Source: an optimization exercise on an open RTL-to-GDS flow (aim: small area). Production flows keep margins and buffers that such runs may drop. In this exercise RTL edits were held to simulation tests only and were not proved equivalent to the original. The clock port is modelled as an ideal driver, which makes a skipped or thinned clock tree look cheaper than it is; a real chip needs a root buffer or a tree. Power and IR drop assume default switching activity.

Setup of job 7429:
==> flow/design.v (excerpt) <==
module uart_top(
    input             clk,
    input             rst_n,
    input             din,
    input             sw8,
    output reg [23:0] pic_out,
    output     [16:0] addr,
    output reg        wr_ram,
    output            tx,
    output reg        pic_done,
    output reg        pic_download,
    output reg [7:0]  rgb_led
);
export LEC_CHECK = 0
export ABC_AREA = 1
export CAP_MARGIN = 0
export CORE_MARGIN = 2
export CORE_UTILIZATION = 40
export PLACE_DENSITY = 0.95
export SLEW_MARGIN = 0
create_clock -name core_clock -period 10.0 [get_ports {clk}]
standard.sh (not shown) runs the stock make flow with config.mk's settings and CLKGATE_MAP_FILE= SYNTH_SCRIPT=/design/flow/synth_recipe.tcl, a recipe that flattens the netlist after the stock synthesis.
==> flow/flow/run.sh <==
#!/bin/bash
# ORFS layout of the design with:
#  - the standard synthesis, except that ABC maps all the logic, adders
#    included, with the
#    smallest of several area scripts (abc_override.tcl),
#  - the smallest buffer on the ports,
#  - one tie cell per constant value,
#  - a one-level clock tree: CTS's tree is replaced by four buffers fed
#    straight from the clock port, each driving a quarter of the
#    flip-flops (post_cts.tcl); a buffer whose estimated clock slew is
#    high is made stronger.
set -e
FLOWDIR=$(cd "$(dirname "$0")" && pwd)
{ cat "$FLOWDIR/abc_override.tcl"; cat synth_recipe.tcl; } > synth_area.tcl
sed "s#SYNTH_SCRIPT=[^ ]*#SYNTH_SCRIPT=$PWD/synth_area.tcl#" standard.sh > standard_area.sh
grep -q "SYNTH_SCRIPT=$PWD/synth_area.tcl" standard_area.sh
export BUFFER_PORTS_ARGS="-buffer_cell sky130_fd_sc_hd__buf_1"
export SKIP_REPAIR_TIE_FANOUT=1
export ABC_FLOW_DIR="$FLOWDIR"
export CTS_ARGS="-sink_clustering_enable -repair_clock_nets -dont_use_dummy_load"
export POST_CTS_TCL="$FLOWDIR/post_cts.tcl"
export PRE_GLOBAL_PLACE_TCL="$FLOWDIR/pre_gpl.tcl"
export PRE_CTS_TCL="$FLOWDIR/pre_cts.tcl"
export CLK_GROUPS=4
export CLK_BUF=sky130_fd_sc_hd__buf_8
export CLK_BUF_BIG=sky130_fd_sc_hd__buf_12
export CLK_SLEW_MAX=0.120
bash standard_area.sh > standard.log 2>&1
==> flow/flow/clock_groups.tcl <==
# One-level clock tree: the flip-flops are split into $::env(CLK_GROUPS)
# compact groups of equal size (halves by x, then each half by y when four
# groups are asked for), each driven by one $::env(CLK_BUF) placed at the
# centre of its group and fed straight from the clock port. Any buffers
# already between the port and the flip-flops are removed first.
proc rebuild_clock_groups { prefix } {
  set block [ord::get_db_block]
  set db [ord::get_db]
  set clk_net [[$block findBTerm clk] getNet]

  # flip-flop clock pins, and the buffers and nets between them and the port
  set sinks {}
  set tree_insts {}
  set tree_nets {}
  set todo [list $clk_net]
  while { [llength $todo] > 0 } {
    set net [lindex $todo 0]
    set todo [lrange $todo 1 end]
    foreach it [$net getITerms] {
      if { [[$it getMTerm] getIoType] ne "INPUT" } { continue }
      set inst [$it getInst]
      set mname [[$inst getMaster] getName]
      if { [string match "sky130_fd_sc_hd__clkbuf_*" $mname] || [string match "sky130_fd_sc_hd__buf_*" $mname] } {
        lappend tree_insts $inst
        set out [[$inst findITerm X] getNet]
        lappend tree_nets $out
        lappend todo $out
      } else {
        lappend sinks $it
      }
    }
  }
  puts "clock tree rebuild: [llength $sinks] sinks, removing [llength $tree_insts] buffers"
  foreach it $sinks { $it disconnect }
  foreach inst $tree_insts { $inst setDoNotTouch 0; odb::dbInst_destroy $inst }
  foreach net $tree_nets { $net setDoNotTouch 0; odb::dbNet_destroy $net }

  set pts {}
  foreach it $sinks {
    set bb [[$it getInst] getBBox]
    lappend pts [list [expr {([$bb xMin] + [$bb xMax]) / 2}] [expr {([$bb yMin] + [$bb yMax]) / 2}] $it]
  }
  set k $::env(CLK_GROUPS)
  if { $k == 4 } {
    set groups {}
    foreach half [split_pts $pts 0 2] {
      lappend groups {*}[split_pts $half 1 2]
    }
  } else {
    set groups [split_pts $pts 0 $k]
  }
  set master [$db findMaster $::env(CLK_BUF)]
  set g 0
  foreach grp $groups {
    set sx 0
    set sy 0
    foreach p $grp { incr sx [lindex $p 0]; incr sy [lindex $p 1] }
    set cx [expr {$sx / [llength $grp]}]
    set cy [expr {$sy / [llength $grp]}]
    set buf [odb::dbInst_create $block $master "${prefix}_$g"]
    $buf setLocation $cx $cy
    $buf setPlacementStatus PLACED
    set net [odb::dbNet_create $block "${prefix}_net_$g"]
    $net setSigType CLOCK
    [$buf findITerm A] connect $clk_net
    [$buf findITerm X] connect $net
    foreach p $grp { [lindex $p 2] connect $net }
    puts "clock group $g: [llength $grp] sinks, buffer at $cx $cy"
    incr g
  }
  return $g
}

proc split_pts { pts idx k } {
  set pts [lsort -integer -index $idx $pts]
  set n [llength $pts]
  set out {}
  for { set g 0 } { $g < $k } { incr g } {
    lappend out [lrange $pts [expr {$g * $n / $k}] [expr {($g + 1) * $n / $k - 1}]]
  }
  return $out
}
==> flow/flow/post_cts.tcl <==
# After CTS: replace its clock tree by one level of buffers fed straight from
# the clock port (clock_groups.tcl); a group whose clock pins' estimated slew
# is over $::env(CLK_SLEW_MAX) ns gets the stronger $::env(CLK_BUF_BIG).
source $::env(ABC_FLOW_DIR)/clock_groups.tcl
set block [ord::get_db_block]
set db [ord::get_db]
set g [rebuild_clock_groups clkbuf_leaf]
detailed_placement
check_placement -verbose
estimate_parasitics -placement

set big [$db findMaster $::env(CLK_BUF_BIG)]
for { set i 0 } { $i < $g } { incr i } {
  set worst 0
  foreach it [[$block findNet "clkbuf_leaf_net_$i"] getITerms] {
    if { [[$it getMTerm] getName] ne "CLK" } { continue }
    set s [get_property [get_pins [[$it getInst] getName]/CLK] slew_max]
    if { $s > $worst } { set worst $s }
  }
  puts "clock group $i: estimated worst clock-pin slew $worst ns"
  if { $worst > $::env(CLK_SLEW_MAX) } {
    [$block findInst "clkbuf_leaf_$i"] swapMaster $big
    puts "clock group $i: buffer changed to $::env(CLK_BUF_BIG)"
  }
}
detailed_placement
check_placement -verbose
estimate_parasitics -placement
report_clock_skew
==> flow/flow/pre_cts.tcl <==
# Let CTS change the clock buffers placed before global placement
# (pre_gpl.tcl); its tree is replaced after CTS anyway (post_cts.tcl).
set block [ord::get_db_block]
foreach inst [$block getInsts] {
  if { [string match "clkpre_*" [$inst getName]] } { $inst setDoNotTouch 0 }
}
foreach net [$block getNets] {
  if { [string match "clkpre_*" [$net getName]] } { $net setDoNotTouch 0 }
}
Other scripts of this flow, unchanged in this note and not shown: flow/flow/abc_override.tcl, flow/flow/area_1.abc, flow/flow/area_2.abc, flow/flow/area_3.abc, flow/flow/area_4.abc, flow/flow/area_5.abc, flow/flow/area_6.abc, flow/flow/area_7.abc, flow/flow/area_8.abc, flow/flow/pre_gpl.tcl
--- input diff job 7429..job 6201 ---
Settings: a change of CORE_UTILIZATION from 40 to 70.
==> results.txt <==
- Diff job 7429 -> job 6201: die area lost 41%; minimum clock period after layout picked up an extra 10 ps.
- Cmp job 6201 and job 7429 / final wirelength / lower: job 7429
- Between job 7429 and job 6201, the flow reports last weighted congestion value of the routability-driven placer increasing by a few percent.
- Job 6201 completed end to end with timing, DRC and antenna clean.
- On job 6201: proportion of power drawn by combinational gates is 0.7 points higher than what job 7429 gave.
- Wire length of the first global-routing pass up 8.5% in job 6201 wrt job 7429
Relative to job 6201, the following input files were edited for job 7529:
Settings: CORE_UTILIZATION now 55, was 70.
Findings:
- Job 7529 vs job 6201: cell count after placement up in job 7529
- Job 7529 vs job 6201 on routed wire length: job 7529 is the lower one.
- Diff job 6201 and job 7529: final area higher in job 7529
- NOTE: relative contribution of combinational cells to total power in job 7529 falls short of that of job 6201
- On job 7529: layout overhead on the synthesized area is 0.59 points higher than what job 6201 gave.
- Delta (job 7529 minus job 6201): share of cell area taken by multi-input logic gates down 0.16 points, portion of the clock cycle consumed by the worst path in the final layout flat.
The following lists how job 8957 was set up differently from job 7529:
Settings: CORE_UTILIZATION now 40, was 55.
diff --git a/flow/flow/run.sh b/flow/flow/run.sh
--- a/flow/flow/run.sh
+++ b/flow/flow/run.sh
@@ -23 +22,0 @@
-export PRE_CTS_TCL="$FLOWDIR/pre_cts.tcl"
removed: flow/flow/pre_cts.tcl
--- outcome ---
In summary, job 7529 completed successfully, with a layout that passed the timing, DRC and antenna checks. Job 8957 never completed, since it errored out during clock tree synthesis (4_1_cts). Against job 7529, job 8957 comes in about 8% higher on placed instance count. Job 8957 against job 7529: die span in y +16%; number of core rows increased 17%; gate count of the mapped netlist held steady; horizontal extent of the die increased by 14 µm relative to the old numbers; share of the synthesized area in compound gates (AO/OA/AOI/OAI) level.
Modified inputs, job 5853 compared to job 8957
diff --git a/flow/flow/run.sh b/flow/flow/run.sh
--- a/flow/flow/run.sh
+++ b/flow/flow/run.sh
@@ -23,3 +23,4 @@
-export CLK_GROUPS=4
-export CLK_BUF=sky130_fd_sc_hd__buf_8
-export CLK_BUF_BIG=sky130_fd_sc_hd__buf_12
+export PRE_CTS_TCL="$FLOWDIR/pre_cts.tcl"
+export CLK_GROUPS=3
+export CLK_BUF=sky130_fd_sc_hd__buf_12
+export CLK_BUF_BIG=sky130_fd_sc_hd__buf_16
==> flow/flow/pre_cts.tcl (new file) <==
# Let CTS change the clock buffers placed before global placement
# (pre_gpl.tcl); its tree is replaced after CTS anyway (post_cts.tcl).
set block [ord::get_db_block]
foreach inst [$block getInsts] {
  if { [string match "clkpre_*" [$inst getName]] } { $inst setDoNotTouch 0 }
}
foreach net [$block getNets] {
  if { [string match "clkpre_*" [$net getName]] } { $net setDoNotTouch 0 }
}
Findings:
Reported for job 5853 and job 8957, XOR/XNOR share of the synthesized area turned out identical to the last digit.
Re number of placed I/O pins: no difference whatsoever between job 5853 and job 8957.
Job 5853 -> job 8957: multiplexer fraction of the synthesized cell area delta 0, exact match
Comparing job 8957 against job 5853, there is no change at all in post-synthesis instance area.
| number of placed instances, taps included | job 5853 vs job 8957 | ≈ equal |
Placed standard-cell area: job 8957 vs job 5853 identical
Re detailed-placement wirelength estimate: job 8957 was higher than job 5853.
As far as width of the chip goes, job 8957 and job 5853 are indistinguishable; the numbers are identical.
From job 8957 to job 5853, number of unique standard cell types used by synthesis did not move at all.
The final layout from job 5853, which completed every stage, passed the timing, DRC and antenna checks at the end of the flow.
Summary: with job 8957 as the reference, last weighted congestion value of the routability-driven placer in job 5853 moved down by a few percent.
Pre-CTS setup slack delta (job 5853 -> job 8957): insignificant
In job 7429, job 6201, job 7529 and job 5853 the design's own scripts or RTL, not TritonCTS, make the clock network.

[afterwards: timing with drivers on the ports]
How much do the figures lean on ideal ports? The routed layouts below were timed once more, with nothing changed but the port constraints. Step 1 sets driving cells, clkbuf_16 on the clock port and buf_2 on the other inputs (assumed; they add their load-dependent delay and slew). Step 2 also shifts input and output timing later by t, the mid clock arrival at the registers, as if the neighbouring blocks saw the same clock. a / b / c = ideal / step 1 / step 2; a / b = the first two.
| run | shift t [ns] | setup slack, ns | pins driven straight from the clock port |
|---|---|---|---|
| job 7429 | 0.205 | 7.169 / 7.096 / 7.119 | 4 |
| job 6201 | 0.207 | 7.159 / 7.089 / 7.169 | 4 |
| job 7529 | 0.208 | 7.167 / 7.092 / 7.191 | 4 |
| job 5853 | 0.210 | 7.158 / 7.089 / 7.186 | 3 |
After both steps every run listed still meets setup and hold. The setup slack of job 7429, which loses most, moves by -0.073 ns with the drivers and by -0.050 ns with both steps.
